Source: an optimization exercise on an open RTL-to-GDS flow (aim: small area and a short achievable clock period). Production flows keep margins and buffers that such runs may drop. RTL that was checked went through simulation tests only; none was proved equivalent to the original. No functional check of the RTL was part of runs 4 to 7. Power and IR drop assume default switching activity.

==> design.v <==
module mulcs8 (input [7:0] a, input [7:0] b, output [7:0] h0, output [7:0] h1, output c);
    wire t1 = (a[0] & b[6]) ^ (a[1] & b[5]);
    wire t2 = (a[0] & b[6]) & (a[1] & b[5]);
    wire t3 = ~(a[0] & b[7]) ^ (a[1] & b[6]) ^ (a[2] & b[5]);
    wire t4 = (~(a[0] & b[7]) & (a[1] & b[6])) | (~(a[0] & b[7]) & (a[2] & b[5])) | ((a[1] & b[6]) & (a[2] & b[5]));
    wire t5 = (a[3] & b[4]) ^ (a[4] & b[3]);
    wire t6 = (a[3] & b[4]) & (a[4] & b[3]);
    wire t7 = ~(a[1] & b[7]) ^ (a[2] & b[6]) ^ (a[3] & b[5]);
    wire t8 = (~(a[1] & b[7]) & (a[2] & b[6])) | (~(a[1] & b[7]) & (a[3] & b[5])) | ((a[2] & b[6]) & (a[3] & b[5]));
    wire t9 = (a[4] & b[4]) ^ (a[5] & b[3]) ^ (a[6] & b[2]);
    wire t10 = ((a[4] & b[4]) & (a[5] & b[3])) | ((a[4] & b[4]) & (a[6] & b[2])) | ((a[5] & b[3]) & (a[6] & b[2]));
    wire t11 = ~(a[2] & b[7]) ^ (a[3] & b[6]) ^ (a[4] & b[5]);
    wire t12 = (~(a[2] & b[7]) & (a[3] & b[6])) | (~(a[2] & b[7]) & (a[4] & b[5])) | ((a[3] & b[6]) & (a[4] & b[5]));
    wire t13 = (a[0] & b[4]) ^ (a[1] & b[3]);
    wire t14 = (a[0] & b[4]) & (a[1] & b[3]);
    wire t15 = (a[0] & b[5]) ^ (a[1] & b[4]) ^ (a[2] & b[3]);
    wire t16 = ((a[0] & b[5]) & (a[1] & b[4])) | ((a[0] & b[5]) & (a[2] & b[3])) | ((a[1] & b[4]) & (a[2] & b[3]));
    wire t17 = (a[3] & b[2]) ^ (a[4] & b[1]);
    wire t18 = (a[3] & b[2]) & (a[4] & b[1]);
    wire t19 = t1 ^ (a[2] & b[4]) ^ (a[3] & b[3]);
    wire t20 = (t1 & (a[2] & b[4])) | (t1 & (a[3] & b[3])) | ((a[2] & b[4]) & (a[3] & b[3]));
    wire t21 = (a[4] & b[2]) ^ (a[5] & b[1]) ^ (a[6] & b[0]);
    wire t22 = ((a[4] & b[2]) & (a[5] & b[1])) | ((a[4] & b[2]) & (a[6] & b[0])) | ((a[5] & b[1]) & (a[6] & b[0]));
    wire t23 = t3 ^ t5 ^ (a[5] & b[2]);
    wire t24 = (t3 & t5) | (t3 & (a[5] & b[2])) | (t5 & (a[5] & b[2]));
    wire t25 = (a[6] & b[1]) ^ ~(a[7] & b[0]) ^ t2;
    wire t26 = ((a[6] & b[1]) & ~(a[7] & b[0])) | ((a[6] & b[1]) & t2) | (~(a[7] & b[0]) & t2);
    wire t27 = t7 ^ t9 ^ ~(a[7] & b[1]);
    wire t28 = (t7 & t9) | (t7 & ~(a[7] & b[1])) | (t9 & ~(a[7] & b[1]));
    wire t29 = 1'b1 ^ t4 ^ t6;
    wire t30 = (1'b1 & t4) | (1'b1 & t6) | (t4 & t6);
    wire t31 = t11 ^ (a[5] & b[4]) ^ (a[6] & b[3]);
    wire t32 = (t11 & (a[5] & b[4])) | (t11 & (a[6] & b[3])) | ((a[5] & b[4]) & (a[6] & b[3]));
    wire t33 = ~(a[7] & b[2]) ^ t8 ^ t10;
    wire t34 = (~(a[7] & b[2]) & t8) | (~(a[7] & b[2]) & t10) | (t8 & t10);
    wire t35 = ~(a[3] & b[7]) ^ (a[4] & b[6]) ^ (a[5] & b[5]);
    wire t36 = (~(a[3] & b[7]) & (a[4] & b[6])) | (~(a[3] & b[7]) & (a[5] & b[5])) | ((a[4] & b[6]) & (a[5] & b[5]));
    wire t37 = (a[6] & b[4]) ^ ~(a[7] & b[3]) ^ t12;
    wire t38 = ((a[6] & b[4]) & ~(a[7] & b[3])) | ((a[6] & b[4]) & t12) | (~(a[7] & b[3]) & t12);
    wire t39 = ~(a[4] & b[7]) ^ (a[5] & b[6]) ^ (a[6] & b[5]);
    wire t40 = (~(a[4] & b[7]) & (a[5] & b[6])) | (~(a[4] & b[7]) & (a[6] & b[5])) | ((a[5] & b[6]) & (a[6] & b[5]));
    wire t41 = (a[0] & b[3]) ^ (a[1] & b[2]);
    wire t42 = (a[0] & b[3]) & (a[1] & b[2]);
    wire t43 = t13 ^ (a[2] & b[2]) ^ (a[3] & b[1]);
    wire t44 = (t13 & (a[2] & b[2])) | (t13 & (a[3] & b[1])) | ((a[2] & b[2]) & (a[3] & b[1]));
    wire t45 = t15 ^ t17 ^ (a[5] & b[0]);
    wire t46 = (t15 & t17) | (t15 & (a[5] & b[0])) | (t17 & (a[5] & b[0]));
    wire t47 = t19 ^ t21 ^ t16;
    wire t48 = (t19 & t21) | (t19 & t16) | (t21 & t16);
    wire t49 = t23 ^ t25 ^ t20;
    wire t50 = (t23 & t25) | (t23 & t20) | (t25 & t20);
    wire t51 = t27 ^ t29 ^ t24;
    wire t52 = (t27 & t29) | (t27 & t24) | (t29 & t24);
    wire t53 = t31 ^ t33 ^ t28;
    wire t54 = (t31 & t33) | (t31 & t28) | (t33 & t28);
    wire t55 = t35 ^ t37 ^ t32;
    wire t56 = (t35 & t37) | (t35 & t32) | (t37 & t32);
    wire t57 = t39 ^ ~(a[7] & b[4]) ^ t36;
    wire t58 = (t39 & ~(a[7] & b[4])) | (t39 & t36) | (~(a[7] & b[4]) & t36);
    wire t59 = ~(a[5] & b[7]) ^ (a[6] & b[6]) ^ ~(a[7] & b[5]);
    wire t60 = (~(a[5] & b[7]) & (a[6] & b[6])) | (~(a[5] & b[7]) & ~(a[7] & b[5])) | ((a[6] & b[6]) & ~(a[7] & b[5]));
    wire t61 = (a[0] & b[2]) ^ (a[1] & b[1]);
    wire t62 = (a[0] & b[2]) & (a[1] & b[1]);
    wire t63 = t41 ^ (a[2] & b[1]) ^ (a[3] & b[0]);
    wire t64 = (t41 & (a[2] & b[1])) | (t41 & (a[3] & b[0])) | ((a[2] & b[1]) & (a[3] & b[0]));
    wire t65 = t43 ^ (a[4] & b[0]) ^ t42;
    wire t66 = (t43 & (a[4] & b[0])) | (t43 & t42) | ((a[4] & b[0]) & t42);
    wire t67 = t45 ^ t14 ^ t44;
    wire t68 = (t45 & t14) | (t45 & t44) | (t14 & t44);
    wire t69 = t47 ^ t18 ^ t46;
    wire t70 = (t47 & t18) | (t47 & t46) | (t18 & t46);
    wire t71 = t49 ^ t22 ^ t48;
    wire t72 = (t49 & t22) | (t49 & t48) | (t22 & t48);
    wire t73 = t51 ^ t26 ^ t50;
    wire t74 = (t51 & t26) | (t51 & t50) | (t26 & t50);
    wire t75 = t53 ^ t30 ^ t52;
    wire t76 = (t53 & t30) | (t53 & t52) | (t30 & t52);
    wire t77 = t55 ^ t34 ^ t54;
    wire t78 = (t55 & t34) | (t55 & t54) | (t34 & t54);
    wire t79 = t57 ^ t38 ^ t56;
    wire t80 = (t57 & t38) | (t57 & t56) | (t38 & t56);
    wire t81 = t59 ^ t40 ^ t58;
    wire t82 = (t59 & t40) | (t59 & t58) | (t40 & t58);
    wire t83 = ~(a[6] & b[7]) ^ ~(a[7] & b[6]) ^ t60;
    wire t84 = (~(a[6] & b[7]) & ~(a[7] & b[6])) | (~(a[6] & b[7]) & t60) | (~(a[7] & b[6]) & t60);
    wire [15:0] r0 = {1'b1, (a[7] & b[7]), t83, t81, t79, t77, t75, t73, t71, t69, t67, t65, t63, t61, (a[0] & b[1]), (a[0] & b[0])};
    wire [15:0] r1 = {1'b0, t84, t82, t80, t78, t76, t74, t72, t70, t68, t66, t64, t62, (a[2] & b[0]), (a[1] & b[0]), 1'b0};
    wire [8:0] lo = r0[7:0] + r1[7:0];
    assign h0 = r0[15:8];
    assign h1 = r1[15:8];
    assign c = lo[8];
endmodule
module full_mult
(
    input  [3:0] we,
    input  src_clk, rst,
    input  signed [7:0] data_m1_real, data_m1_imag, data_m2_real, data_m2_imag,
    input  [6:0] Dir_M1, Dir_M2,
    output signed [7:0] coefficient
);
reg [3:0] wr_we;
reg [5:0] wr_a1, wr_a2;
reg [7:0] wr_d1r, wr_d1i, wr_d2r, wr_d2i;
always @(posedge src_clk) begin
    wr_we  <= we;
    wr_a1  <= Dir_M1[5:0];
    wr_a2  <= Dir_M2[5:0];
    wr_d1r <= data_m1_real;
    wr_d1i <= data_m1_imag;
    wr_d2r <= data_m2_real;
    wr_d2i <= data_m2_imag;
end
reg [511:0] m1r, m1i, m2r, m2i;
integer w;
always @(posedge src_clk) begin
    for (w = 0; w < 64; w = w + 1) begin
        if (wr_we[0] && wr_a1 == w) m1r[8*w +: 8] <= wr_d1r;
        if (wr_we[2] && wr_a1 == w) m1i[8*w +: 8] <= wr_d1i;
        if (wr_we[1] && wr_a2 == w) m2r[8*w +: 8] <= wr_d2r;
        if (wr_we[3] && wr_a2 == w) m2i[8*w +: 8] <= wr_d2i;
    end
end
reg [6:0] n;
reg [7:0] ih, jh;    
always @(posedge src_clk or negedge rst) begin
    if (!rst) begin
        n  <= 7'd0;
        ih <= 8'd1;
        jh <= 8'd1;
    end else begin
        n  <= n + 7'd1;
        jh <= {jh[6:0], jh[7]};
        if (n[2:0] == 3'd7) ih <= {ih[6:0], ih[7]};
    end
end
reg [7:0] byp1r, byp1i, byp2r, byp2i;
integer k;
always @(*) begin
    for (k = 0; k < 8; k = k + 1) begin
        byp1r[k] = wr_we[0] && wr_a1 == k;
        byp1i[k] = wr_we[2] && wr_a1 == k;
        byp2r[k] = wr_we[1] && wr_a2 == k;
        byp2i[k] = wr_we[3] && wr_a2 == k;
    end
end
reg [63:0] ar, ai, br, bi;
integer r;
always @(*) begin
    ar = 64'd0; ai = 64'd0; br = 64'd0; bi = 64'd0;
    for (k = 0; k < 8; k = k + 1) begin
        ar[8*k +: 8] = (m1r[8*k +: 8] & {8{ih[0] & ~byp1r[k]}})  | (wr_d1r & {8{byp1r[k]}});
        ai[8*k +: 8] = (m1i[8*k +: 8] & {8{ih[0] & ~byp1i[k]}}) | (wr_d1i & {8{byp1i[k]}});
        br[8*k +: 8] = (m2r[8*k +: 8] & {8{jh[0] & ~byp2r[k]}})  | (wr_d2r & {8{byp2r[k]}});
        bi[8*k +: 8] = (m2i[8*k +: 8] & {8{jh[0] & ~byp2i[k]}}) | (wr_d2i & {8{byp2i[k]}});
    end
    for (r = 1; r < 8; r = r + 1) begin
        ar = ar | (m1r[64*r +: 64] & {64{ih[r]}});
        ai = ai | (m1i[64*r +: 64] & {64{ih[r]}});
        br = br | (m2r[64*r +: 64] & {64{jh[r]}});
        bi = bi | (m2i[64*r +: 64] & {64{jh[r]}});
    end
end
reg [63:0] s1_ar, s1_ai, s1_bx, s1_by;
reg s1_im;
always @(posedge src_clk) begin
    s1_ar <= ar;
    s1_ai <= ai;
    s1_bx <= n[6] ? bi : br;
    s1_by <= n[6] ? br : bi;
    s1_im <= n[6];
end
reg [63:0] s2_hx0, s2_hx1, s2_hy0, s2_hy1;
reg [7:0]  s2_cx, s2_cy;
reg s2_im;
wire [63:0] hx0, hx1, hy0, hy1;
wire [7:0]  cx, cy;
genvar g;
generate
    for (g = 0; g < 8; g = g + 1) begin : lane
        mulcs8 mx (.a(s1_ar[8*g +: 8]), .b(s1_bx[8*g +: 8]),
                   .h0(hx0[8*g +: 8]), .h1(hx1[8*g +: 8]), .c(cx[g]));
        mulcs8 my (.a(s1_ai[8*g +: 8]), .b(s1_by[8*g +: 8]),
                   .h0(hy0[8*g +: 8]), .h1(hy1[8*g +: 8]), .c(cy[g]));
    end
endgenerate
always @(posedge src_clk) begin
    s2_hx0 <= hx0; s2_hx1 <= hx1; s2_cx <= cx;
    s2_hy0 <= hy0; s2_hy1 <= hy1; s2_cy <= cy;
    s2_im  <= s1_im;
end
reg [63:0] px, py;
always @(*) begin
    for (k = 0; k < 8; k = k + 1) begin
        px[8*k +: 8] = s2_hx0[8*k +: 8] + s2_hx1[8*k +: 8] + s2_cx[k];
        py[8*k +: 8] = s2_hy0[8*k +: 8] + s2_hy1[8*k +: 8] + s2_cy[k];
    end
end
reg [31:0] s3_x, s3_y;
reg s3_im;
integer q;
reg signed [8:0] sx, sy;
always @(posedge src_clk) begin
    for (q = 0; q < 4; q = q + 1) begin
        sx = $signed(px[16*q +: 8]) + $signed(px[16*q+8 +: 8]);
        sy = $signed(py[16*q +: 8]) + $signed(py[16*q+8 +: 8]);
        s3_x[8*q +: 8] <= sx[8:1];
        s3_y[8*q +: 8] <= sy[8:1];
    end
    s3_im <= s2_im;
end
reg signed [8:0] lx0, lx1, ly0, ly1, lx, ly;
reg [7:0] s4_x, s4_y;
reg s4_im;
always @(*) begin
    lx0 = $signed(s3_x[7:0])   + $signed(s3_x[15:8]);
    lx1 = $signed(s3_x[23:16]) + $signed(s3_x[31:24]);
    ly0 = $signed(s3_y[7:0])   + $signed(s3_y[15:8]);
    ly1 = $signed(s3_y[23:16]) + $signed(s3_y[31:24]);
    lx  = $signed(lx0[8:1]) + $signed(lx1[8:1]);
    ly  = $signed(ly0[8:1]) + $signed(ly1[8:1]);
end
always @(posedge src_clk) begin
    s4_x  <= lx[8:1];
    s4_y  <= ly[8:1];
    s4_im <= s3_im;
end
reg signed [8:0] fin;
reg [7:0] s5;
always @(*) begin
    if (s4_im) fin = $signed(s4_x) + $signed(s4_y);
    else       fin = $signed(s4_x) - $signed(s4_y);
end
always @(posedge src_clk)
    s5 <= fin[8:1];
assign coefficient = s5;
endmodule
==> run.sh <==
#!/bin/bash
# synth_recipe.tcl (not shown) runs the flow's synth.tcl, then flattens the netlist and writes it again
# the make line also repeats each setting of config.mk as NAME=value (left out here)
make -C /OpenROAD-flow-scripts/flow DESIGN_CONFIG=/design/flow/config.mk WORK_HOME=/design/flow/orfs CLKGATE_MAP_FILE= SYNTH_SCRIPT=/design/flow/synth_recipe.tcl finish
==> config.mk <==
export PLATFORM = sky130hd
export DESIGN_NAME = full_mult
export DESIGN_NICKNAME = full_mult
export VERILOG_FILES = /design/flow/design.v
export SDC_FILE = /design/flow/constraint.sdc
export NUM_CORES = 4
export LEC_CHECK = 0
export ABC_CLOCK_PERIOD_IN_PS = 4000
export CAP_MARGIN = 20
export CORE_MARGIN = 2
export CORE_UTILIZATION = 60
export CTS_BUF_LIST = sky130_fd_sc_hd__clkbuf_16
export CTS_CLUSTER_DIAMETER = 60
export CTS_CLUSTER_SIZE = 30
export PLACE_DENSITY = 0.75
export SETUP_SLACK_MARGIN = 5
export SLEW_MARGIN = 20
==> constraint.sdc <==
create_clock -name core_clock -period 9.0 [get_ports {src_clk}]
set_input_delay 1.8000 -clock core_clock [delete_from_list [all_inputs] [get_ports {src_clk}]]
set_output_delay 1.8000 -clock core_clock [all_outputs]
set_load 0.01 [all_outputs]
==> results.txt, run 1 <==
fin nets 9687; sequential-to-total area share from yosys stat 61.91%; Hold WS 334.1 ps; DP HPWL 196.1 mm; Placed Area 124200 µm²; vias per cell 6.298; Initial DRC Count 9240; GRT overflow 0; clock latency (worst-skew pair) 880 ps; DP Cell Count 11110; post-CTS sizing 0; Critical path origin wr_a2[2]; Multi-input gate area 41990 µm²; setup bufs post-CTS 0; largest stage delay on the critical path 790 ps; Async S/R FF share, synth 0.8496%; CTS tree yes; clk root buf clkbuf_16; largest net degree at the start of global routing 78; Critical Path Source Type register; H-tree depth 4; post-route antenna net violation count 0; vias in the first global route 72140; number of buffers created by CTS 164; clk sink count 2707; drt drc 0; top-count cell post-synth edfxtp_1; crit path kind register to register; die area 205000 µm²; Max Transition Viols Final 0; final std cells w/o fill 11420; Vias 71930; pre-CTS WS 5612 ps; RR Startpoint wr_a2[2]; slowest cell on the critical path nor2_2; cell family with most CP delay simple AND/OR/NAND/NOR gates; Final Hold Fails 0; syn avg cell area 14.01 µm²; share of cells above drive strength 1 6.533%; main area contributors after synthesis edfxtp_1 51%, dfxtp_1 11%, fa_1 10%, ha_1 4.3%, and2_1 3.3%; relative slew slack 20.42%; I/O pins 60; Yosys reg bits 2707; status timing/DRC/antenna clean; cell area after synthesis 120800 µm²; max-cap violations 0; crit-path max FO 17; Synth Warn # 1; largest area contributor in the netlist edfxtp_1; Post-synth top cells 2048 x edfxtp_1, 751 x inv_1, 671 x nand2_1, 647 x and2_1, 636 x dfxtp_1; Setup WS post-layout 5407 ps; Die Ht 452.8 µm; net count after synthesis 9696; Final Setup Violations 0; RSZ-0062 raised after global routing false; minimum clock period after layout 3593 ps; Finished Cell Area 130200 µm²; first-pass GRT wire length 441.5 mm; drt first pass iters 10; hold crit path type register to register; number of synthesized flops with an enable pin 2048; Clock Skew 67.20 ps; final period utilization 39.93%; P_leak 48.56 nW; synthesis-to-finish area growth 7.774%; Cell Pwr Density 172.6 nW/µm²; worst-margin pin slew 1191 ps; RePlAce Congestion 0.9282; Cell Chain, Critical Path nand4b_1, nor2_2, nor2b_1, a221o_1, mux2_2; total core area 199900 µm²; CP required 9690 ps; fmax 278.3 MHz; Bufs and invs on worst path 0; initial antenna violation count 29; WL per Instance 25.76 µm; Reg clk slew, reported paths 90 ps; Cells after Synth 8625; worst vdd ir 0.2000 mV; gr usage total 28.71%; sequential cell area 74910 µm²; Port Buf Inserts 57; Distinct cells, synth 59; TNS Setup 0 ps; Critical Path AT 4290 ps; fillers 13980; Die X 452.8 µm; # rows 164; Initial Utilization 60.45%; hold path startpoint s1_im; Hold Buf Count CTS 0; Crit. End Element register; Max clock buf depth 3; Synth top area share 50.90%; Most used DFF post-synth edfxtp_1; drt total wl 294.2 mm
[layout by cell type, fill, tap and decap left out, types with 14 or more instances in the layout]
cell             count
a21oi_1            122
a41o_1              16
nor2b_1             59
a21boi_1            14
buf_4               69
clkbuf_16          166
dfxtp_1            604
ha_1               412
a22oi_1            256
nand3_1            294
a21o_1              36
xnor2_1            103
fa_1               607
a31oi_1             20
inv_6               30
a221o_1            128
a222oi_1           256
o21ai_0             83
inv_12              19
nor2_1             332
o21a_1              18
clkinv_8            27
edfxtp_1          2048
nand4_1            144
xor2_1              43
dfxtp_2             32
mux2_2             137
nand2_1            671
nor3_1              42
clkdlybuf4s50_1     57
o41ai_1             25
dfrtp_4             15
and2_1             647
inv_1              763
a22o_1             128
a221oi_1           142
[cell families after synthesis]
family / synth area share [%]
multiplexers: 1.343
XOR/XNOR: 1.058
buffers and inverters: 3.343
AND/OR/NAND/NOR: 9.241
AO/OA/AOI/OAI: 8.776
adder cells (fa/ha/maj): 14.32
flip-flops: 61.91
[worst register-to-register path, stage by stage (launching register included)]
cell	delay, ps
dfxtp_1	780
nand4b_1	600
nor2_2	800
nor2b_1	320
a221o_1	480
mux2_2	450
[flip-flops by register name, summed over array words and instances (netlist names), 32 cells and up]
| signal | count |
|---|---|
| m1i | 512 |
| m1r | 512 |
| m2i | 512 |
| m2r | 512 |
| s1_ai | 64 |
| s1_ar | 64 |
| s1_bx | 64 |
| s1_by | 64 |
| s2_hx0 | 56 |
| s2_hx1 | 56 |
| s2_hy0 | 56 |
| s2_hy1 | 56 |
| s3_x | 32 |
| s3_y | 32 |
[cell type report]
class,count,share of cell area (%)
tap,2656,2.552
timing repair buffer,126,0.8359
inverter,767,2.211
antenna,10,0.01922
clock inverter,140,1.417
multi-input combinational,4850,32.25
clock buffer,166,3.190
sequential,2707,57.53
[routing by layer]
metal  track usage (%)  vias up  wire, µm
li1                  -    31580         -
met1             38.32    36180    111000
met2             45.55     3565    138100
met3             5.964      592     29440
met4             13.40       18     15530
met5                 0        -       118
[final timing paths]
check / cells after the start / slack, ps / end
worst max-delay path: 5 / 5410 / s1_bx[62]
worst min-delay path: 0 / 330 / s2_im
worst max register to register: 5 / 5410 / s1_bx[62]
worst min register to register: 0 / 330 / s2_im
max in group asynchronous: 2 / 7090 / jh[7]
min in group asynchronous: 2 / 1390 / jh[1]
[report_power, final]
part	internal [W]	total (W)	switching [W]
Combinational	0.0000695	0.000357	0.000287
Clock	0.00385	0.00857	0.00472
Sequential	0.0135	0.0135	0.0000547
[per-stage QoR]
stage	utilization (%)	power [W]
final	65.15	0.02247
after global placement	62.14	0.01416
after detailed placement	62.14	0.01418
after CTS	65.14	0.02255
after floorplan	-	0.01397
after global routing	65.14	0.02303
==> run 2, diff against run 1 <==
--- a/config.mk
+++ b/config.mk
@@ -8,10 +8,10 @@
 export ABC_CLOCK_PERIOD_IN_PS = 4000
 export CAP_MARGIN = 20
 export CORE_MARGIN = 2
-export CORE_UTILIZATION = 60
+export CORE_UTILIZATION = 45
 export CTS_BUF_LIST = sky130_fd_sc_hd__clkbuf_16
 export CTS_CLUSTER_DIAMETER = 60
 export CTS_CLUSTER_SIZE = 30
-export PLACE_DENSITY = 0.75
+export PLACE_DENSITY = 0.6
 export SETUP_SLACK_MARGIN = 5
 export SLEW_MARGIN = 20
==> run 2 against run 1 <==
Effect of this change: largest cell class unchanged; count of clock-buffer cells in the layout up 29; clock skew down 2.7 ps; critical endpoint is now s1_bx[59]; worst hold slack worse by 0.53 ps; critical path depth unchanged; combinational power up 5%; setup slack worse by 150 ps; power up 4.8%; first-iteration DRC count down 15%; non-clock buffer count up 7; still clean on timing, DRC and antenna.
==> results.txt, run 2 <==
sequential-to-total area share from yosys stat 61.91%; Clock Power Share 40.9%; hold path startpoint s2_im; Async S/R FF share, synth 0.8496%; Cells after Synth 8625; Worst R2R End s1_bx[59]; Die X 522.2 µm; share of cells above drive strength 1 7.071%; Critical Path AT 4460 ps; Hold EP s3_im; syn avg cell area 14.01 µm²; Most used DFF post-synth edfxtp_1; Initial DRC Count 7853; Final Setup Violations 0; first-pass GRT wire length 462.5 mm; Initial Utilization 45.18%; max-cap violations 0; drt drc 0; most frequent cells in the layout 2048 x edfxtp_1, 761 x inv_1, 671 x nand2_1, 647 x and2_1, 607 x fa_1; fmax 266.8 MHz; number of synthesized flops with an enable pin 2048; P_leak 49.09 nW; final period utilization 41.65%; drt first pass iters 8; clk sink count 2707; hold depth 0; CTS tree yes; Post-synth top cells 2048 x edfxtp_1, 751 x inv_1, 671 x nand2_1, 647 x and2_1, 636 x dfxtp_1; setup bufs post-CTS 0; Critical Path Source Type register; hold crit path type register to register; Final Hold Fails 0; Distinct cells, synth 59; fin nets 9721; Port Buf Inserts 57; commonest non-fill, non-tap cell in the layout edfxtp_1; total core area 267400 µm²; status timing/DRC/antenna clean; largest area contributor in the netlist edfxtp_1; crit-path max FO 17; Max clock buf depth 4; initial antenna violation count 18; worst vdd ir 0.1423 mV; RSZ-0062 raised after global routing false; RR Startpoint wr_a2[2]; top-count cell post-synth edfxtp_1; CP required 9710 ps; clock latency (worst-skew pair) 930 ps; Synth top area share 50.90%; Int Pwr 0.01811 W; RePlAce Congestion 0.8647; main area contributors after synthesis edfxtp_1 51%, dfxtp_1 11%, fa_1 10%, ha_1 4.3%, and2_1 3.3%; Die Ht 522.2 µm; fillers 22670; post-CTS sizing 0; H-tree depth 4; Switching Fraction 23.11%; relative slew slack 20.79%; WL per Instance 25.28 µm; Synth Warn # 1; Yosys reg bits 2707; cell area after synthesis 120800 µm²; gr usage total 22.76%; largest net degree at the start of global routing 83; Combinational Power Share 1.6%; vias in the first global route 70990; drt total wl 312.9 mm; # rows 190; worst-margin pin slew 1183 ps; sequential share of power 57.5%; vias per cell 5.736; Crit. End Element register; number of buffers created by CTS 191; Hold Buf Count CTS 0; Setup WS post-layout 5252 ps; minimum clock period after layout 3748 ps; internal reg-to-reg setup slack 5250 ps; clk root buf clkbuf_16; DP HPWL 208.3 mm; pre-CTS WS 5209 ps; Clock Skew 64.51 ps; Cell Pwr Density 177.8 nW/µm²; synthesis-to-finish area growth 9.664%; Vias 70990; die area 272700 µm²; post-route antenna net violation count 0; GRT overflow 0; Max Transition Viols Final 0; net count after synthesis 9696; TNS Setup 0 ps; switching power 0.005442 W; I/O pins 60; Reg clk slew, reported paths 90 ps; Worst Reg-to-Reg Cells 5; crit path kind register to register
run 2: cell counts after synthesis:
No cell type changed its count.
run 2: critical path: stages (launching register included):
cell,delay (ps)
dfxtp_1,790
nand4b_1,800
nor2_2,860
nor2b_1,300
a221o_1,390
mux2_2,400
run 2: power groups by stage:
stage	clock (W)	combinational (W)	sequential, W
after global placement	0	0.000361	0.0138
after detailed placement	0	0.000373	0.0138
after floorplan	0	0.000100	0.0139
final	0.00964	0.000374	0.0135
after global routing	0.0103	0.000397	0.0135
after CTS	0.00982	0.000374	0.0135
run 2: stage by stage:
stage                     cells  instance area (µm²)  power [W]  utilization [%]  hold WS (ps)
after detailed placement  12010               125400    0.01420            46.87         322.0
final                     12380               132500    0.02355            49.54         333.6
after floorplan            8625               120800    0.01397                -         309.6
after global routing      12360               132500    0.02421            49.53         336.4
after global placement    12010               125400    0.01418            46.87         318.5
after CTS                 12360               132500    0.02373            49.53         336.6
run 2: final cells by class:
cell class	instances	area, µm²	share of cell area (%)
diodes	13	32.53	0.02455
clock buffers	195	4880	3.683
clock inverters	159	2215	1.671
inverters	767	2879	2.173
multi-input cells	4850	42000	31.70
flip-flops and latches	2707	74910	56.53
well taps	3552	4444	3.354
repair buffers	133	1145	0.8640
run 2: how the worst max path moves through the flow:
| stage | startpoint | end | slack (ps) | cells after the start |
|---|---|---|---|---|
| floorplan | s1_ar[2] | s2_cx[0] | 5930 | 10 |
| global placement | wr_a2[2] | s1_bx[59] | 5350 | 5 |
| detailed placement | wr_a2[2] | s1_bx[59] | 5210 | 5 |
| CTS | wr_a2[2] | s1_bx[59] | 5170 | 5 |
| global route | wr_a2[1] | s1_bx[57] | 5100 | 5 |
| finish | wr_a2[2] | s1_bx[59] | 5250 | 5 |
run 2: cells by family after synthesis:
group | after synthesis | share of synthesized area, %
AOI/OAI and AO/OA | 1295 | 8.776
and+or+nand+nor | 2245 | 9.241
muxes | 145 | 1.343
DFF | 2707 | 61.91
adders and majority gates | 1019 | 14.32
xor gates and xnor gates | 146 | 1.058
buffers and inverters | 1068 | 3.343
run 2: layer usage:
layer  global-route usage (%)  share of wire (%)  wire (µm)  vias up
li1                         -                  -          -    31690
met1                    31.03                 41     129200    36440
met2                    37.44                 48     150600     2419
met3                    3.696                7.4      23000      426
met4                    6.973                3.2      10150        6
met5                        0              0.014         45        -
==> run 3, diff against run 2 <==
--- a/config.mk
+++ b/config.mk
@@ -5,7 +5,7 @@
 export SDC_FILE = /design/flow/constraint.sdc
 export NUM_CORES = 4
 export LEC_CHECK = 0
-export ABC_CLOCK_PERIOD_IN_PS = 4000
+export ABC_CLOCK_PERIOD_IN_PS = 2500
 export CAP_MARGIN = 20
 export CORE_MARGIN = 2
 export CORE_UTILIZATION = 45
==> run 3 against run 2 <==
Effect of this change: worst hold slack is the same; combinational power about the same; critical path depth unchanged; synthesized area unchanged; flip-flop and latch count unchanged; sequential share of layout area unchanged; synthesized cell count is the same; cell count unchanged; setup slack is the same; power is the same; clock skew unchanged; critical endpoint unchanged.
==> results.txt, run 3 <==
clock latency (worst-skew pair) 930 ps; CP required 9710 ps; Initial DRC Count 7853; Synth Warn # 1; slowest cell on the critical path nor2_2; final std cells w/o fill 12380; drt drc 0; hold crit path type register to register; GRT overflow 0; status timing/DRC/antenna clean; first-pass GRT wire length 462.5 mm; Clock Skew 64.51 ps; crit path kind register to register; number of buffers created by CTS 191; cell family with most CP delay simple AND/OR/NAND/NOR gates; Final Hold Fails 0; I/O pins 60; Core Util, Final 49.54%; gr usage total 22.76%; Die X 522.2 µm; clk sink count 2707; Bufs and invs on worst path 0; sequential-to-total area share from yosys stat 61.91%; DP HPWL 208.3 mm; synthesis-to-finish area growth 9.664%; Max Transition Viols Final 0; Crit. End Element register; WL per Instance 25.28 µm; largest area contributor in the netlist edfxtp_1; clk root buf clkbuf_16; Critical Path Source Type register; fin nets 9721; Reg clk slew, reported paths 90 ps; crit-path max FO 17; Critical Path AT 4460 ps; Cells after Synth 8625; P_leak 49.09 nW; final period utilization 41.65%; most frequent cells in the layout 2048 x edfxtp_1, 761 x inv_1, 671 x nand2_1, 647 x and2_1, 607 x fa_1; DP Cell Count 12010; die area 272700 µm²; worst-margin pin slew 1183 ps; Distinct cells, synth 59; share of cells above drive strength 1 7.071%; Cell Pwr Density 177.8 nW/µm²; Hold WS 333.6 ps; Initial Utilization 45.18%; Synth top area share 50.90%; Yosys reg bits 2707; TNS Setup 0 ps; cell area after synthesis 120800 µm²; vias per cell 5.736; # rows 190; sequential cell area 74910 µm²; commonest non-fill, non-tap cell in the layout edfxtp_1; Die Ht 522.2 µm; post-route antenna net violation count 0; Vias 70990; fmax 266.8 MHz; total core area 267400 µm²; main area contributors after synthesis edfxtp_1 51%, dfxtp_1 11%, fa_1 10%, ha_1 4.3%, and2_1 3.3%; worst vdd ir 0.1423 mV; fillers 22670; vias in the first global route 70990; top-count cell post-synth edfxtp_1; H-tree depth 4; RSZ-0062 raised after global routing false; Multi-input gate area 42000 µm²; drt total wl 312.9 mm; Async S/R FF share, synth 0.8496%; Final Setup Violations 0; drt first pass iters 8; initial antenna violation count 18; largest net degree at the start of global routing 83; minimum clock period after layout 3748 ps; Post-synth top cells 2048 x edfxtp_1, 751 x inv_1, 671 x nand2_1, 647 x and2_1, 636 x dfxtp_1; syn avg cell area 14.01 µm²; Port Buf Inserts 57; Hold Buf Count CTS 0; Max clock buf depth 4; CTS tree yes; number of synthesized flops with an enable pin 2048; relative slew slack 20.79%; max-cap violations 0; largest stage delay on the critical path 860 ps; RePlAce Congestion 0.8647; Most used DFF post-synth edfxtp_1; net count after synthesis 9696; Cell Chain, Critical Path nand4b_1, nor2_2, nor2b_1, a221o_1, mux2_2
[run 3: metrics by stage]
stage | setup slack [ps] | total power [W] | cell area, µm²
after floorplan | 5928 | 0.01397 | 120800
after global placement | 5351 | 0.01418 | 125400
after detailed placement | 5209 | 0.01420 | 125400
after CTS | 5173 | 0.02373 | 132500
after global routing | 5099 | 0.02421 | 132500
final | 5252 | 0.02355 | 132500
[run 3: path summary, 6_finish.rpt]
check / startpoint / end / slack [ps] / depth (start not counted)
min in group asynchronous: rst / jh[4] / 1290 / 2
worst max-delay path: wr_a2[2] / s1_bx[59] / 5250 / 5
max in group asynchronous: rst / ih[1] / 7170 / 2
worst min register to register: s2_im / s3_im / 330 / 0
worst min-delay path: s2_im / s3_im / 330 / 0
worst max register to register: wr_a2[2] / s1_bx[59] / 5250 / 5
[run 3: cells by family (layout without fill, tap and decap cells)]
| family | Yosys count | count (layout) | share of synthesized area (%) |
|---|---|---|---|
| and+or+nand+nor | 2245 | 2245 | 9.241 |
| AOI/OAI and AO/OA | 1295 | 1295 | 8.776 |
| DFF | 2707 | 2707 | 61.91 |
| other | 0 | 13 | 0 |
| buffers and inverters | 1068 | 1254 | 3.343 |
| adders and majority gates | 1019 | 1019 | 14.32 |
| xor gates and xnor gates | 146 | 146 | 1.058 |
| muxes | 145 | 145 | 1.343 |
[run 3: what timing repair did]
action | CTS | global route
setup endpoints to repair | 0 | 3
resized for setup | 0 | 1
setup buffers | 0 | 0
endpoints found under the hold margin | 0 | 0
[run 3: worst reg2reg max path: stages, from the launching register on]
cell      delay [ps]
dfxtp_1          790
nand4b_1         810
nor2_2           860
nor2b_1          310
a221o_1          390
mux2_2           400
[run 3: cell type report]
class / count / share of cell area (%)
Tap cell: 3552 / 3.354
Clock buffer: 195 / 3.683
Clock inverter: 159 / 1.671
Timing Repair Buffer: 133 / 0.8640
Inverter: 767 / 2.173
Multi-Input combinational cell: 4850 / 31.70
Sequential cell: 2707 / 56.53
Antenna cell: 13 / 0.02455
[run 3: report_power, final]
group          internal (W)  switching (W)  leakage [nW]  total, W
Sequential           0.0135      0.0000499          23.8    0.0135
Clock               0.00455        0.00509          3.42   0.00964
Combinational     0.0000716       0.000303          21.8  0.000374
[run 3: metal layers]
| metal | up-vias | share of wire (%) | global-route usage [%] | wire length, µm |
|---|---|---|---|---|
| li1 | 31690 | - | - | - |
| met1 | 36440 | 41 | 31.03 | 129200 |
| met2 | 2419 | 48 | 37.44 | 150600 |
| met3 | 426 | 7.4 | 3.696 | 23000 |
| met4 | 6 | 3.2 | 6.973 | 10150 |
| met5 | - | 0.014 | 0 | 45 |
==> run 4, diff against run 3 <==
--- a/design.v
+++ b/design.v
@@ -98,6 +98,7 @@
     input  [6:0] Dir_M1, Dir_M2,
     output signed [7:0] coefficient
 );
+reg [511:0] m1r, m1i, m2r, m2i;
 reg [3:0] wr_we;
 reg [5:0] wr_a1, wr_a2;
 reg [7:0] wr_d1r, wr_d1i, wr_d2r, wr_d2i;
@@ -110,10 +111,15 @@
     wr_d2r <= data_m2_real;
     wr_d2i <= data_m2_imag;
 end
-reg [511:0] m1r, m1i, m2r, m2i;
 integer w;
 always @(posedge src_clk) begin
-    for (w = 0; w < 64; w = w + 1) begin
+    for (w = 0; w < 8; w = w + 1) begin
+        if (we[0] && Dir_M1[5:0] == w) m1r[8*w +: 8] <= data_m1_real;
+        if (we[2] && Dir_M1[5:0] == w) m1i[8*w +: 8] <= data_m1_imag;
+        if (we[1] && Dir_M2[5:0] == w) m2r[8*w +: 8] <= data_m2_real;
+        if (we[3] && Dir_M2[5:0] == w) m2i[8*w +: 8] <= data_m2_imag;
+    end
+    for (w = 8; w < 64; w = w + 1) begin
         if (wr_we[0] && wr_a1 == w) m1r[8*w +: 8] <= wr_d1r;
         if (wr_we[2] && wr_a1 == w) m1i[8*w +: 8] <= wr_d1i;
         if (wr_we[1] && wr_a2 == w) m2r[8*w +: 8] <= wr_d2r;
@@ -133,27 +139,11 @@
         if (n[2:0] == 3'd7) ih <= {ih[6:0], ih[7]};
     end
 end
-reg [7:0] byp1r, byp1i, byp2r, byp2i;
-integer k;
-always @(*) begin
-    for (k = 0; k < 8; k = k + 1) begin
-        byp1r[k] = wr_we[0] && wr_a1 == k;
-        byp1i[k] = wr_we[2] && wr_a1 == k;
-        byp2r[k] = wr_we[1] && wr_a2 == k;
-        byp2i[k] = wr_we[3] && wr_a2 == k;
-    end
-end
 reg [63:0] ar, ai, br, bi;
 integer r;
 always @(*) begin
     ar = 64'd0; ai = 64'd0; br = 64'd0; bi = 64'd0;
-    for (k = 0; k < 8; k = k + 1) begin
-        ar[8*k +: 8] = (m1r[8*k +: 8] & {8{ih[0] & ~byp1r[k]}})  | (wr_d1r & {8{byp1r[k]}});
-        ai[8*k +: 8] = (m1i[8*k +: 8] & {8{ih[0] & ~byp1i[k]}}) | (wr_d1i & {8{byp1i[k]}});
-        br[8*k +: 8] = (m2r[8*k +: 8] & {8{jh[0] & ~byp2r[k]}})  | (wr_d2r & {8{byp2r[k]}});
-        bi[8*k +: 8] = (m2i[8*k +: 8] & {8{jh[0] & ~byp2i[k]}}) | (wr_d2i & {8{byp2i[k]}});
-    end
-    for (r = 1; r < 8; r = r + 1) begin
+    for (r = 0; r < 8; r = r + 1) begin
         ar = ar | (m1r[64*r +: 64] & {64{ih[r]}});
         ai = ai | (m1i[64*r +: 64] & {64{ih[r]}});
         br = br | (m2r[64*r +: 64] & {64{jh[r]}});
@@ -189,6 +179,7 @@
     s2_im  <= s1_im;
 end
 reg [63:0] px, py;
+integer k;
 always @(*) begin
     for (k = 0; k < 8; k = k + 1) begin
         px[8*k +: 8] = s2_hx0[8*k +: 8] + s2_hx1[8*k +: 8] + s2_cx[k];
--- a/config.mk
+++ b/config.mk
@@ -5,7 +5,7 @@
 export SDC_FILE = /design/flow/constraint.sdc
 export NUM_CORES = 4
 export LEC_CHECK = 0
-export ABC_CLOCK_PERIOD_IN_PS = 2500
+export ABC_CLOCK_PERIOD_IN_PS = 4000
 export CAP_MARGIN = 20
 export CORE_MARGIN = 2
 export CORE_UTILIZATION = 45
==> run 4 against run 3 <==
Effect of this change: power fell by 3.5%; worst hold slack gained 3.0 ps; core utilization down 0.13 points; final area shrank 2.0%; routed wire length rose by 1.5%; synthesized area fell by 1.4%; clock power is 7.2% lower; sequential power about the same; non-clock buffer count decreased by 36; maximum frequency is 4.3% lower; clock skew up 14 ps; critical path depth is 1 higher; critical path type unchanged.
==> results.txt, run 4 <==
status timing/DRC/antenna clean; Critical Path AT 4540 ps; Async S/R FF share, synth 0.8496%; total core area 262700 µm²; initial antenna violation count 26; number of synthesized flops with an enable pin 2048; Die Ht 518.4 µm; final std cells w/o fill 12230; RePlAce Congestion 0.8596; share of cells above drive strength 1 5.031%; minimum clock period after layout 3915 ps; max-cap violations 0; Most used DFF post-synth edfxtp_1; worst-margin pin slew 1204 ps; most frequent cells in the layout 2048 x edfxtp_1, 1024 x a22oi_1, 750 x inv_1, 633 x and2_1, 607 x fa_1; fmax 255.4 MHz; Critical Path Source Type register; Port Buf Inserts 57; RSZ-0062 raised after global routing false; Initial Utilization 45.32%; cell area after synthesis 119100 µm²; Cells after Synth 8535; gr usage total 23.32%; Synth Area in Compound Gates 9.113%; DP Cell Count 11880; Initial DRC Count 7154; Cell Chain, Critical Path buf_4, buf_4, a22oi_1, nand4_1, nor2_1, a21oi_1; largest net degree at the start of global routing 87; fin nets 9607; relative slew slack 19.48%; syn avg cell area 13.95 µm²; worst vdd ir 0.2129 mV; WL per Instance 25.98 µm; crit-path max FO 52; main area contributors after synthesis edfxtp_1 52%, dfxtp_1 11%, fa_1 10%, a22oi_1 6.5%, ha_1 4.3%; Worst R2R End s1_bx[55]; crit path kind register to register; Yosys reg bits 2707; Reg clk slew, reported paths 100 ps; I/O pins 60; cell family with most CP delay buffers and inverters; Clock Skew 78.16 ps; largest stage delay on the critical path 970 ps; post-synthesis mux area share 0.1439%; DP HPWL 211.0 mm; clk root buf clkbuf_16; Max clock buf depth 3; CTS tree yes; commonest non-fill, non-tap cell in the layout edfxtp_1; Max Transition Viols Final 0; drt total wl 317.6 mm; Post-Synth Adder-Cell Area 14.53%; vias per cell 5.689; Worst path depth 6; GRT overflow 0; Final Setup Violations 0; pre-CTS WS 4613 ps; Post-Synth XOR/XNOR Area 1.096%; H-tree depth 4; setup bufs post-CTS 0; post-route antenna net violation count 0; largest area contributor in the netlist edfxtp_1; number of buffers created by CTS 171; simple-gate share of the synthesized area 8.980%; net count after synthesis 9606; sequential-to-total area share from yosys stat 62.82%; RR Startpoint jh[0]; Critical path origin jh[0]; hold crit path type register to register; Final Hold Fails 0; drt drc 0; Crit. End Element register; slowest cell on the critical path dfstp_4; Distinct cells, synth 52; Synth Warn # 1; Setup WS post-layout 5085 ps; top-count cell post-synth edfxtp_1; Vias 69550; Post-synth top cells 2048 x edfxtp_1, 1024 x a22oi_1, 739 x inv_1, 636 x dfxtp_1, 633 x and2_1; Die X 518.4 µm; Worst Reg-to-Reg Cells 6; final period utilization 43.50%; largest family of logic cells by synthesized area adder cells; Synth top area share 51.64%; Worst setup endpoint s1_bx[55]; vias in the first global route 69950; die area 268800 µm²; TNS Setup 0 ps; CP required 9620 ps; P_leak 46.94 nW; Bufs and invs on worst path 2; Cell Pwr Density 175.1 nW/µm²; clock latency (worst-skew pair) 900 ps; Hold Buf Count CTS 0; # rows 188; clk sink count 2707; synthesis-to-finish area growth 9.017%; first-pass GRT wire length 466.0 mm; internal reg-to-reg setup slack 5090 ps; cell mode on critical path buf_4; drt first pass iters 5
[run 4: report_power, final]
group | switching, W | internal, W | total [W]
clock network | 0.00491 | 0.00404 | 0.00895
logic | 0.000139 | 0.0000291 | 0.000168
registers | 0.000147 | 0.0135 | 0.0136
[run 4: repair_timing]
action                                  4_1_cts  5_1_grt
endpoints found under the setup margin        0        1
resized for setup                             0        1
endpoints found under the hold margin         0        0
[run 4: cell families (layout without fill, tap and decap cells)]
family	after synthesis	after routing
AO/OA/AOI/OAI	1532	1532
buffers and inverters	1008	1159
adder cells (fa/ha/maj)	1019	1019
multiplexers	16	16
AND/OR/NAND/NOR	2104	2104
XOR/XNOR	149	149
flip-flops	2707	2707
other	0	24
[run 4: final cells by class]
| cell class | instances | area, µm² |
|---|---|---|
| fill | 22170 | 132900 |
| sequential | 2707 | 74960 |
| multi-input combinational | 4820 | 40350 |
| tap | 3515 | 4398 |
| clock buffer | 175 | 4379 |
| inverter | 739 | 2776 |
| clock inverter | 148 | 1996 |
| timing repair buffer | 97 | 915.9 |
| antenna | 24 | 60.06 |
[run 4: worst register-to-register path, cell delays in order, from the launching register on]
cell	delay (ps)
dfstp_4	970
buf_4	710
buf_4	650
a22oi_1	200
nand4_1	240
nor2_1	70
a21oi_1	800
[run 4: metal layers]
metal  up-vias  track usage [%]  part of all wire [%]  wire length (µm)
met5         -                0                 0.014                44
met4         6            7.569                   3.3             10480
met3       389            3.178                   6.5             20800
met2      2472            38.43                    48            153000
met1     35810            31.98                    42            133300
li1      30870                -                     -                 -
[run 4: worst min-delay path by stage]
stage / startpoint / to / slack (ps) / cells past startpoint
global route: s3_im / s4_im / 340 / 0
detailed placement: s3_im / s4_im / 320 / 0
CTS: s3_im / s4_im / 340 / 0
global placement: s3_im / s4_im / 320 / 0
floorplan: s1_im / s2_im / 310 / 0
finish: s3_im / s4_im / 340 / 0
[run 4: metrics by stage]
| step | util [%] | hold slack, ps | power, W | cell area [µm²] |
|---|---|---|---|---|
| 6_report | 49.41 | 336.6 | 0.02273 | 129800 |
| 5_1_grt | 49.40 | 340.1 | 0.02332 | 129800 |
| 4_1_cts | 49.35 | 338.2 | 0.02288 | 129700 |
| 3_5_place_dp | 46.92 | 320.4 | 0.01407 | 123300 |
| 3_3_place_gp | 46.92 | 317.3 | 0.01406 | 123300 |
| 2_1_floorplan | - | 309.6 | 0.01388 | 119100 |
==> run 5, diff against run 4 <==
--- a/design.v
+++ b/design.v
@@ -99,31 +99,13 @@
     output signed [7:0] coefficient
 );
 reg [511:0] m1r, m1i, m2r, m2i;
-reg [3:0] wr_we;
-reg [5:0] wr_a1, wr_a2;
-reg [7:0] wr_d1r, wr_d1i, wr_d2r, wr_d2i;
-always @(posedge src_clk) begin
-    wr_we  <= we;
-    wr_a1  <= Dir_M1[5:0];
-    wr_a2  <= Dir_M2[5:0];
-    wr_d1r <= data_m1_real;
-    wr_d1i <= data_m1_imag;
-    wr_d2r <= data_m2_real;
-    wr_d2i <= data_m2_imag;
-end
 integer w;
 always @(posedge src_clk) begin
-    for (w = 0; w < 8; w = w + 1) begin
+    for (w = 0; w < 64; w = w + 1) begin
         if (we[0] && Dir_M1[5:0] == w) m1r[8*w +: 8] <= data_m1_real;
         if (we[2] && Dir_M1[5:0] == w) m1i[8*w +: 8] <= data_m1_imag;
         if (we[1] && Dir_M2[5:0] == w) m2r[8*w +: 8] <= data_m2_real;
         if (we[3] && Dir_M2[5:0] == w) m2i[8*w +: 8] <= data_m2_imag;
-    end
-    for (w = 8; w < 64; w = w + 1) begin
-        if (wr_we[0] && wr_a1 == w) m1r[8*w +: 8] <= wr_d1r;
-        if (wr_we[2] && wr_a1 == w) m1i[8*w +: 8] <= wr_d1i;
-        if (wr_we[1] && wr_a2 == w) m2r[8*w +: 8] <= wr_d2r;
-        if (wr_we[3] && wr_a2 == w) m2i[8*w +: 8] <= wr_d2i;
     end
 end
 reg [6:0] n;
==> run 5 against run 4 <==
Effect of this change: still clean on timing, DRC and antenna; die area is 0.99% lower; clock skew is 15 ps lower; first-iteration DRC count is 8.9% lower; highest routed layer unchanged; register-to-register slack better by 210 ps; routed wire length is 5.9% lower; final area is 1.1% lower.
==> results.txt, run 5 <==
Critical Path Source Type input port; max-cap violations 0; Max clock buf depth 3; switching power 0.005045 W; GRT overflow 0; Reg clk slew, reported paths 80 ps; most frequent cells in the layout 2048 x edfxtp_1, 1024 x a22oi_1, 729 x inv_1, 630 x and2_1, 607 x fa_1; Critical Path AT 4320 ps; Critical path origin Dir_M2[1]; synthesis-to-finish area growth 8.948%; Async S/R FF share, synth 0.8650%; main area contributors after synthesis edfxtp_1 52%, fa_1 10%, dfxtp_1 10%, a22oi_1 6.5%, ha_1 4.4%; TNS Setup 0 ps; hold crit path type register to register; WL per Instance 24.57 µm; Worst Reg-to-Reg Cells 6; RR Startpoint jh[5]; Cell Pwr Density 173.4 nW/µm²; clk root buf clkbuf_16; largest stage delay on the critical path 880 ps; Placed Area 122100 µm²; clock latency (worst-skew pair) 880 ps; status timing/DRC/antenna clean; Finished Cell Area 128400 µm²; Synth top area share 52.16%; Multi-input gate area 40190 µm²; fillers 22290; Crit. End Element register; Max Transition Viols Final 0; sequential cell area 73910 µm²; largest net degree at the start of global routing 82; post-route antenna net violation count 0; number of synthesized flops with an enable pin 2048; first-pass GRT wire length 444.5 mm; RePlAce Congestion 0.8705; vias in the first global route 68570; Cell Chain, Critical Path clkdlybuf4s50_1, nor2b_1, nand3_1, nor2_1; Clock Power Share 39.2%; initial antenna violation count 42; crit path kind input port to register; Clock Skew 63.56 ps; fmax 258.6 MHz; cell area after synthesis 117900 µm²; Most used DFF post-synth edfxtp_1; Die X 515.9 µm; P_leak 46.40 nW; Distinct cells, synth 53; setup bufs post-CTS 0; commonest non-fill, non-tap cell in the layout edfxtp_1; I/O pins 60; drt first pass iters 6; hold depth 0; Synth Warn # 1; final period utilization 42.97%; top-count cell post-synth edfxtp_1; Port Buf Inserts 57; Hold Buf Count CTS 0; die area 266100 µm²; Yosys reg bits 2659; Switching Fraction 22.65%; drt total wl 298.8 mm; Initial Utilization 45.31%; H-tree depth 4; gr usage total 22.39%; total core area 260200 µm²; Vias 68150; Final Hold Fails 0; Initial DRC Count 6516; Cells after Synth 8447; crit-path max FO 8; slowest cell on the critical path nor2_1; relative slew slack 15.28%; Die Ht 515.9 µm; vias per cell 5.604; RSZ-0062 raised after global routing false; worst vdd ir 0.2511 mV; worst-margin pin slew 1254 ps; DP HPWL 200.3 mm; post-CTS sizing 0; drt drc 0; # rows 187; number of buffers created by CTS 168; clk sink count 2659; sequential share of power 59.5%; Final Setup Violations 0; Combinational Power Share 1.3%; largest area contributor in the netlist edfxtp_1; sequential-to-total area share from yosys stat 62.64%; share of cells above drive strength 1 5.122%; CP required 9460 ps; Post-synth top cells 2048 x edfxtp_1, 1024 x a22oi_1, 726 x inv_1, 630 x and2_1, 607 x fa_1; hold path startpoint s1_im; fin nets 9539; net count after synthesis 9518; CTS tree yes; minimum clock period after layout 3867 ps; Int Pwr 0.01723 W; syn avg cell area 13.96 µm²
[run 5: final timing paths]
kind	endpoint	slack, ps
max in group asynchronous	ih[3]	7240
max reg2reg	s1_bx[51]	5300
max	m2r[497]	5130
min reg2reg	s2_im	330
min	s2_im	330
min in group asynchronous	jh[4]	1350
[run 5: power groups by stage]
stage               clock, W  combinational, W  sequential (W)
floorplan                  0         0.0000386          0.0135
global placement           0          0.000276          0.0135
detailed placement         0          0.000285          0.0135
CTS                  0.00890          0.000285          0.0133
global route         0.00931          0.000300          0.0133
finish               0.00873          0.000283          0.0133
[run 5: per-layer routing]
layer / track usage (%) / vias to the layer above / wire length [µm]
met2: 36.70 / 2108 / 143400
met4: 7.518 / 8 / 10270
met3: 2.999 / 356 / 18510
met1: 30.77 / 34990 / 126600
met5: 0 / - / 42
li1: - / 30690 / -
[run 5: final cells by class]
class                   count  area share, %
clock inverters           141          1.509
clock buffers             171          3.331
multi-input cells        4792          31.29
well taps                3496          3.405
diodes                     54         0.1052
inverters                 726          2.124
repair buffers            121         0.6974
flip-flops and latches   2659          57.54
[run 5: kinds of logic (layout without fill, tap and decap cells)]
kind of cell / after synthesis / count (layout) / synth area share [%]
multiplexers: 10 / 10 / 0.09445
AO/OA/AOI/OAI: 1533 / 1533 / 9.169
adder cells (fa/ha/maj): 1019 / 1019 / 14.68
buffers and inverters: 996 / 1159 / 3.281
other: 0 / 54 / 0
flip-flops: 2659 / 2659 / 62.64
XOR/XNOR: 158 / 158 / 1.174
AND/OR/NAND/NOR: 2072 / 2072 / 8.965
[run 5: stage by stage]
step / hold slack (ps) / utilization, % / cells / setup slack [ps] / total power [W]
2_1_floorplan: 309.6 / - / 8447 / 5928 / 0.01358
3_3_place_gp: 313.5 / 46.93 / 11790 / 4316 / 0.01382
3_5_place_dp: 312.1 / 46.93 / 11790 / 4271 / 0.01383
4_1_cts: 329.5 / 49.32 / 12110 / 5206 / 0.02244
5_1_grt: 353.2 / 49.36 / 12150 / 5044 / 0.02288
6_report: 328.6 / 49.37 / 12160 / 5133 / 0.02228
[run 5: worst max-delay path: cells and delay by family]
kind / cells / cell delay, ps
buf+inv: 1 / 750
simple gates: 3 / 1760
==> run 6, diff against run 5 <==
--- a/config.mk
+++ b/config.mk
@@ -9,9 +9,8 @@
 export CAP_MARGIN = 20
 export CORE_MARGIN = 2
 export CORE_UTILIZATION = 45
-export CTS_BUF_LIST = sky130_fd_sc_hd__clkbuf_16
-export CTS_CLUSTER_DIAMETER = 60
-export CTS_CLUSTER_SIZE = 30
+export CTS_BUF_LIST = sky130_fd_sc_hd__clkbuf_8
+export CTS_CLUSTER_SIZE = 20
 export PLACE_DENSITY = 0.6
 export SETUP_SLACK_MARGIN = 5
 export SLEW_MARGIN = 20
==> run 6 against run 5 <==
Effect of this change: still clean; critical path depth did not move; non-clock buffer count did not move; via count rose by 2.7%; clock power rose by 18%; critical path type unchanged; critical endpoint is now m1r[110]; highest routed layer unchanged.
==> results.txt, run 6 <==
Post-synth top cells 2048 x edfxtp_1, 1024 x a22oi_1, 726 x inv_1, 630 x and2_1, 607 x fa_1; number of synthesized flops with an enable pin 2048; net count after synthesis 9518; max-cap violations 0; Max clock buf depth 4; largest area contributor in the netlist edfxtp_1; fillers 22290; Yosys reg bits 2659; gr usage total 22.69%; Most used DFF post-synth edfxtp_1; Worst Reg-to-Reg Cells 6; share of cells above drive strength 1 7.874%; Initial Utilization 45.31%; RSZ-0062 raised after global routing false; Cell Pwr Density 182.4 nW/µm²; Die X 515.9 µm; largest stage delay on the critical path 900 ps; relative slew slack 18.36%; Vias 69970; post-CTS sizing 0; GRT overflow 0; Clock Power Share 43.1%; Int Pwr 0.01871 W; Cells after Synth 8447; Synth top area share 52.16%; top-count cell post-synth edfxtp_1; synthesis-to-finish area growth 10.84%; RePlAce Congestion 0.8705; syn avg cell area 13.96 µm²; Die Ht 515.9 µm; clk sink count 2659; vias per cell 5.543; drt first pass iters 5; Async S/R FF share, synth 0.8650%; WL per Instance 24.09 µm; setup bufs post-CTS 0; Core Util, Final 50.23%; TNS Setup 0 ps; Crit. End Element register; hold depth 0; crit path kind input port to register; sequential share of power 55.8%; Switching Fraction 21.50%; fin nets 9798; worst vdd ir 0.1314 mV; status timing/DRC/antenna clean; commonest non-fill, non-tap cell in the layout edfxtp_1; Reg clk slew, reported paths 70 ps; I/O pins 60; clk root buf clkbuf_8; P_leak 48.19 nW; fmax 266.1 MHz; CP required 9590 ps; Hold Buf Count CTS 0; hold crit path type register to register; H-tree depth 5; Combinational Power Share 1.2%; total core area 260200 µm²; slowest cell on the critical path nor2_1; drt total wl 304.1 mm; post-route antenna net violation count 0; worst-margin pin slew 1221 ps; Max Transition Viols Final 0; cell area after synthesis 117900 µm²; minimum clock period after layout 3759 ps; Setup WS post-layout 5241 ps; drt drc 0; largest net degree at the start of global routing 82; Clock Skew 78.01 ps; sequential-to-total area share from yosys stat 62.64%; most frequent cells in the layout 2048 x edfxtp_1, 1024 x a22oi_1, 847 x inv_1, 630 x and2_1, 607 x fa_1; CTS tree yes; Final Setup Violations 0; Critical Path AT 4350 ps; Synth Warn # 1; number of buffers created by CTS 427; # rows 187; Port Buf Inserts 57; initial antenna violation count 40; crit-path max FO 8; switching power 0.005123 W; die area 266100 µm²; sequential cell area 73910 µm²; final period utilization 41.76%; Final Hold Fails 0; Cell Chain, Critical Path clkdlybuf4s50_1, nor2b_1, nand3_1, nor2_1; main area contributors after synthesis edfxtp_1 52%, fa_1 10%, dfxtp_1 10%, a22oi_1 6.5%, ha_1 4.4%; Distinct cells, synth 53; first-pass GRT wire length 452.4 mm; Multi-input gate area 40190 µm²; Initial DRC Count 6635; clock latency (worst-skew pair) 1050 ps; DP HPWL 200.3 mm; vias in the first global route 71000; pre-CTS WS 4271 ps; Critical Path Source Type input port
## run 6: cell families (layout without fill, tap and decap cells)
family,after synthesis,count (layout),synth area share (%)
DFF,2659,2659,62.64
muxes,10,10,0.09445
buffers and inverters,996,1630,3.281
adders and majority gates,1019,1019,14.68
AOI/OAI and AO/OA,1533,1533,9.169
and+or+nand+nor,2072,2072,8.965
other,0,45,0
xor gates and xnor gates,158,158,1.174
## run 6: stage by stage
step,std cells,power (W),hold slack (ps),instance area [µm²]
after floorplan,8447,0.01358,309.6,117900
after global placement,11790,0.01382,313.5,122100
after detailed placement,11790,0.01383,312.1,122100
after CTS,12580,0.02403,305.0,130600
after global routing,12610,0.02455,312.8,130700
final,12620,0.02383,316.3,130700
## run 6: worst max-delay path, delay by kind of cell
kind,cells,cell delay [ps]
simple gates,3,1890
buf+inv,1,640
## run 6: final timing paths
path                            from        end  slack (ps)
setup reg to reg               jh[5]  s1_bx[57]        5290
max in group asynchronous        rst      ih[7]        7420
setup / recovery           Dir_M1[0]   m1r[110]        5240
min in group asynchronous        rst      jh[4]        1190
hold reg to reg                s3_im      s4_im         320
hold / removal                 s3_im      s4_im         320
## run 6: layout make-up
class / instances / share of cell area (%)
inverter: 726 / 2.087
sequential: 2659 / 56.56
multi-input combinational: 4792 / 30.75
timing repair buffer: 121 / 0.6855
clock inverter: 305 / 1.449
antenna: 45 / 0.08617
tap: 3496 / 3.347
clock buffer: 478 / 5.034
## run 6: routing by layer
layer / track usage (%) / vias to the layer above / wire, µm
li1: - / 31320 / -
met1: 30.66 / 35660 / 127700
met2: 36.97 / 2537 / 145100
met3: 3.542 / 446 / 20170
met4: 8.610 / 12 / 11080
met5: 0 / - / 67
## run 6: power by group through the flow
stage | sequential [W] | clock (W) | combinational [W]
floorplan | 0.0135 | 0 | 0.0000386
global placement | 0.0135 | 0 | 0.000276
detailed placement | 0.0135 | 0 | 0.000285
CTS | 0.0133 | 0.0105 | 0.000285
global route | 0.0133 | 0.0110 | 0.000300
finish | 0.0133 | 0.0103 | 0.000283
==> run 7, diff against run 6 <==
--- a/config.mk
+++ b/config.mk
@@ -8,9 +8,10 @@
 export ABC_CLOCK_PERIOD_IN_PS = 4000
 export CAP_MARGIN = 20
 export CORE_MARGIN = 2
-export CORE_UTILIZATION = 45
-export CTS_BUF_LIST = sky130_fd_sc_hd__clkbuf_8
-export CTS_CLUSTER_SIZE = 20
-export PLACE_DENSITY = 0.6
+export CORE_UTILIZATION = 55
+export CTS_BUF_LIST = sky130_fd_sc_hd__clkbuf_8 sky130_fd_sc_hd__clkbuf_16
+export CTS_CLUSTER_DIAMETER = 60
+export CTS_CLUSTER_SIZE = 30
+export PLACE_DENSITY = 0.7
 export SETUP_SLACK_MARGIN = 5
 export SLEW_MARGIN = 20
==> run 7 against run 6 <==
Effect of this change: still clean; setup slack got worse by 190 ps; critical path depth unchanged; combinational power decreased by 2%; global-route usage increased by 3.6 points; final area decreased by 2.5%; core utilization increased by 9.7 points; worst hold slack improved by 19 ps; via count decreased by 1.4%; power decreased by 7.4%; largest power group unchanged.
==> results.txt, run 7 <==
Combinational Power Share 1.3%; commonest non-fill, non-tap cell in the layout edfxtp_1; Placed Area 121200 µm²; Die Ht 467.0 µm; worst-margin pin slew 1196 ps; Distinct cells, synth 53; Port Buf Inserts 57; Max Transition Viols Final 0; initial antenna violation count 29; Hold EP s4_im; share of cells above drive strength 1 4.955%; hold crit path type register to register; number of buffers created by CTS 162; net count after synthesis 9518; Initial DRC Count 7392; hold path startpoint s3_im; WL per Instance 24.96 µm; post-route antenna net violation count 0; Yosys reg bits 2659; P_leak 46.34 nW; Clock Skew 77.22 ps; GRT overflow 0; sequential cell area 73910 µm²; drt first pass iters 6; CP required 9430 ps; clock latency (worst-skew pair) 880 ps; Synth top area share 52.16%; post-CTS sizing 0; RSZ-0062 raised after global routing false; drt total wl 285.9 mm; fillers 15930; DP HPWL 191.2 mm; fmax 253.4 MHz; syn avg cell area 13.96 µm²; RR Startpoint jh[6]; Post-synth top cells 2048 x edfxtp_1, 1024 x a22oi_1, 726 x inv_1, 630 x and2_1, 607 x fa_1; worst vdd ir 0.2141 mV; sequential share of power 60.1%; Worst Reg-to-Reg Cells 6; Initial Utilization 55.48%; Most used DFF post-synth edfxtp_1; die area 218100 µm²; Clock Power Share 38.7%; relative slew slack 20.05%; Cell Pwr Density 173.2 nW/µm²; H-tree depth 4; status timing/DRC/antenna clean; hold depth 0; CTS tree yes; # rows 169; Reg clk slew, reported paths 90 ps; Cells after Synth 8447; setup bufs post-CTS 0; Multi-input gate area 40190 µm²; largest net degree at the start of global routing 83; Vias 68950; Synth Warn # 1; most frequent cells in the layout 2048 x edfxtp_1, 1024 x a22oi_1, 734 x inv_1, 630 x and2_1, 607 x fa_1; internal reg-to-reg setup slack 5090 ps; final period utilization 43.85%; I/O pins 60; pre-CTS WS 4336 ps; drt drc 0; crit-path max FO 16; number of synthesized flops with an enable pin 2048; Int Pwr 0.01710 W; Final Setup Violations 0; minimum clock period after layout 3946 ps; Max clock buf depth 3; Worst R2R End s1_bx[18]; Switching Fraction 22.54%; clk root buf clkbuf_16; crit path kind input port to register; Finished Cell Area 127400 µm²; Async S/R FF share, synth 0.8650%; vias in the first global route 68850; Critical Path AT 4370 ps; RePlAce Congestion 0.8791; Core Util, Final 59.96%; Setup WS post-layout 5054 ps; synthesis-to-finish area growth 8.069%; top-count cell post-synth edfxtp_1; gr usage total 26.26%; cell area after synthesis 117900 µm²; Crit. End Element register; TNS Setup 0 ps; main area contributors after synthesis edfxtp_1 52%, fa_1 10%, dfxtp_1 10%, a22oi_1 6.5%, ha_1 4.4%; Critical Path Source Type input port; switching power 0.004976 W; total core area 212500 µm²; largest area contributor in the netlist edfxtp_1; first-pass GRT wire length 429.3 mm; Final Hold Fails 0; sequential-to-total area share from yosys stat 62.64%; max-cap violations 0; Hold Buf Count CTS 0; clk sink count 2659; Die X 467.0 µm; vias per cell 6.019; fin nets 9531
==> run 7: cell families after synthesis <==
family,after synthesis,share of synthesized area [%]
DFF,2659,62.64
and+or+nand+nor,2072,8.965
AOI/OAI and AO/OA,1533,9.169
adders and majority gates,1019,14.68
buffers and inverters,996,3.281
xor gates and xnor gates,158,1.174
muxes,10,0.09445
==> run 7: how the worst max path moves through the flow <==
stage / startpoint / endpoint / slack [ps] / cells after the start
2_1_floorplan: s1_ar[2] / s2_cx[0] / 5930 / 10
3_3_place_gp: Dir_M2[5] / m2i[281] / 4370 / 4
3_5_place_dp: Dir_M1[5] / m1r[335] / 4340 / 4
4_1_cts: Dir_M1[5] / m1r[270] / 5200 / 4
5_1_grt: jh[6] / s1_bx[57] / 5050 / 6
6_report: Dir_M1[5] / m1r[270] / 5050 / 4
==> run 7: metal layers <==
metal / up-vias / routed length (µm) / GRT usage, %
li1: 30630 / - / -
met1: 34880 / 114200 / 35.65
met2: 2990 / 137400 / 42.61
met3: 437 / 22270 / 4.260
met4: 20 / 11900 / 10.40
met5: - / 126 / 0
==> run 7: power groups by stage <==
stage | logic (W) | clock network (W) | registers, W
finish | 0.000276 | 0.00853 | 0.0133
global route | 0.000291 | 0.00906 | 0.0133
CTS | 0.000275 | 0.00864 | 0.0133
detailed placement | 0.000276 | 0 | 0.0135
global placement | 0.000266 | 0 | 0.0135
floorplan | 0.0000386 | 0 | 0.0135
==> run 7: cell type report <==
type                    count  area share (%)
clock inverters           136           1.526
inverters                 726           2.141
multi-input cells        4792           31.55
well taps                2821           2.770
clock buffers             166           3.243
flip-flops and latches   2659           58.01
diodes                     38         0.07463
repair buffers            119          0.6894
==> run 7: per-stage QoR <==
step | hold slack, ps | total power, W | instances
floorplan | 309.6 | 0.01358 | 8447
global placement | 313.5 | 0.01381 | 11120
detailed placement | 313.5 | 0.01382 | 11120
CTS | 335.5 | 0.02218 | 11420
global route | 344.6 | 0.02262 | 11450
finish | 334.9 | 0.02207 | 11460
==> run 7: worst max-delay path, cell delays in order <==
cell and delay (ps):
clkdlybuf4s50_1 600, nor2b_1 230, nand2_1 730, nor2_1 1000

==> re-timing with driven ports <==
The flow's constraints put no driver on any port. The routed layouts listed below were extracted and timed again, unchanged, in two steps.
Step 1 assumes that a clkbuf_16 drives the clock port and a buf_2 every other input.
Step 2, shift: input delay + t, output delay - t, t = (earliest + latest rising clock arrival at the registers) / 2. This alone moves slack from input paths to output paths.
a / b / c = ideal ports / drivers / drivers and shift; a / b = the first two.
| run | shift t [ns] | setup slack, ns | clock arrival spread, ns | worst data-port slew with drivers (ns) | cell pins on the clock port's net |
|---|---|---|---|---|---|
| run 1 | 0.940 | 5.407 / 5.407 / 5.407 | 0.077 / 0.077 | 0.05 | 1 |
| run 2 | 0.986 | 5.252 / 5.252 / 5.252 | 0.076 / 0.076 | 0.05 | 1 |
| run 3 | 0.986 | 5.252 / 5.252 / 5.252 | 0.076 / 0.076 | 0.05 | 1 |
| run 4 | 0.949 | 5.085 / 5.085 / 4.555 | 0.088 / 0.088 | 0.07 | 1 |
| run 5 | 0.939 | 5.133 / 5.192 / 4.254 | 0.073 / 0.073 | 0.05 | 1 |
| run 6 | 1.089 | 5.241 / 5.243 / 4.212 | 0.098 / 0.097 | 0.04 | 1 |
| run 7 | 0.932 | 5.054 / 5.086 / 4.157 | 0.087 / 0.087 | 0.05 | 1 |
After both steps setup and hold are still met in every run listed. For run 6, which loses most, drivers alone change the setup slack by +0.002 ns; drivers and shift together by -1.029 ns.
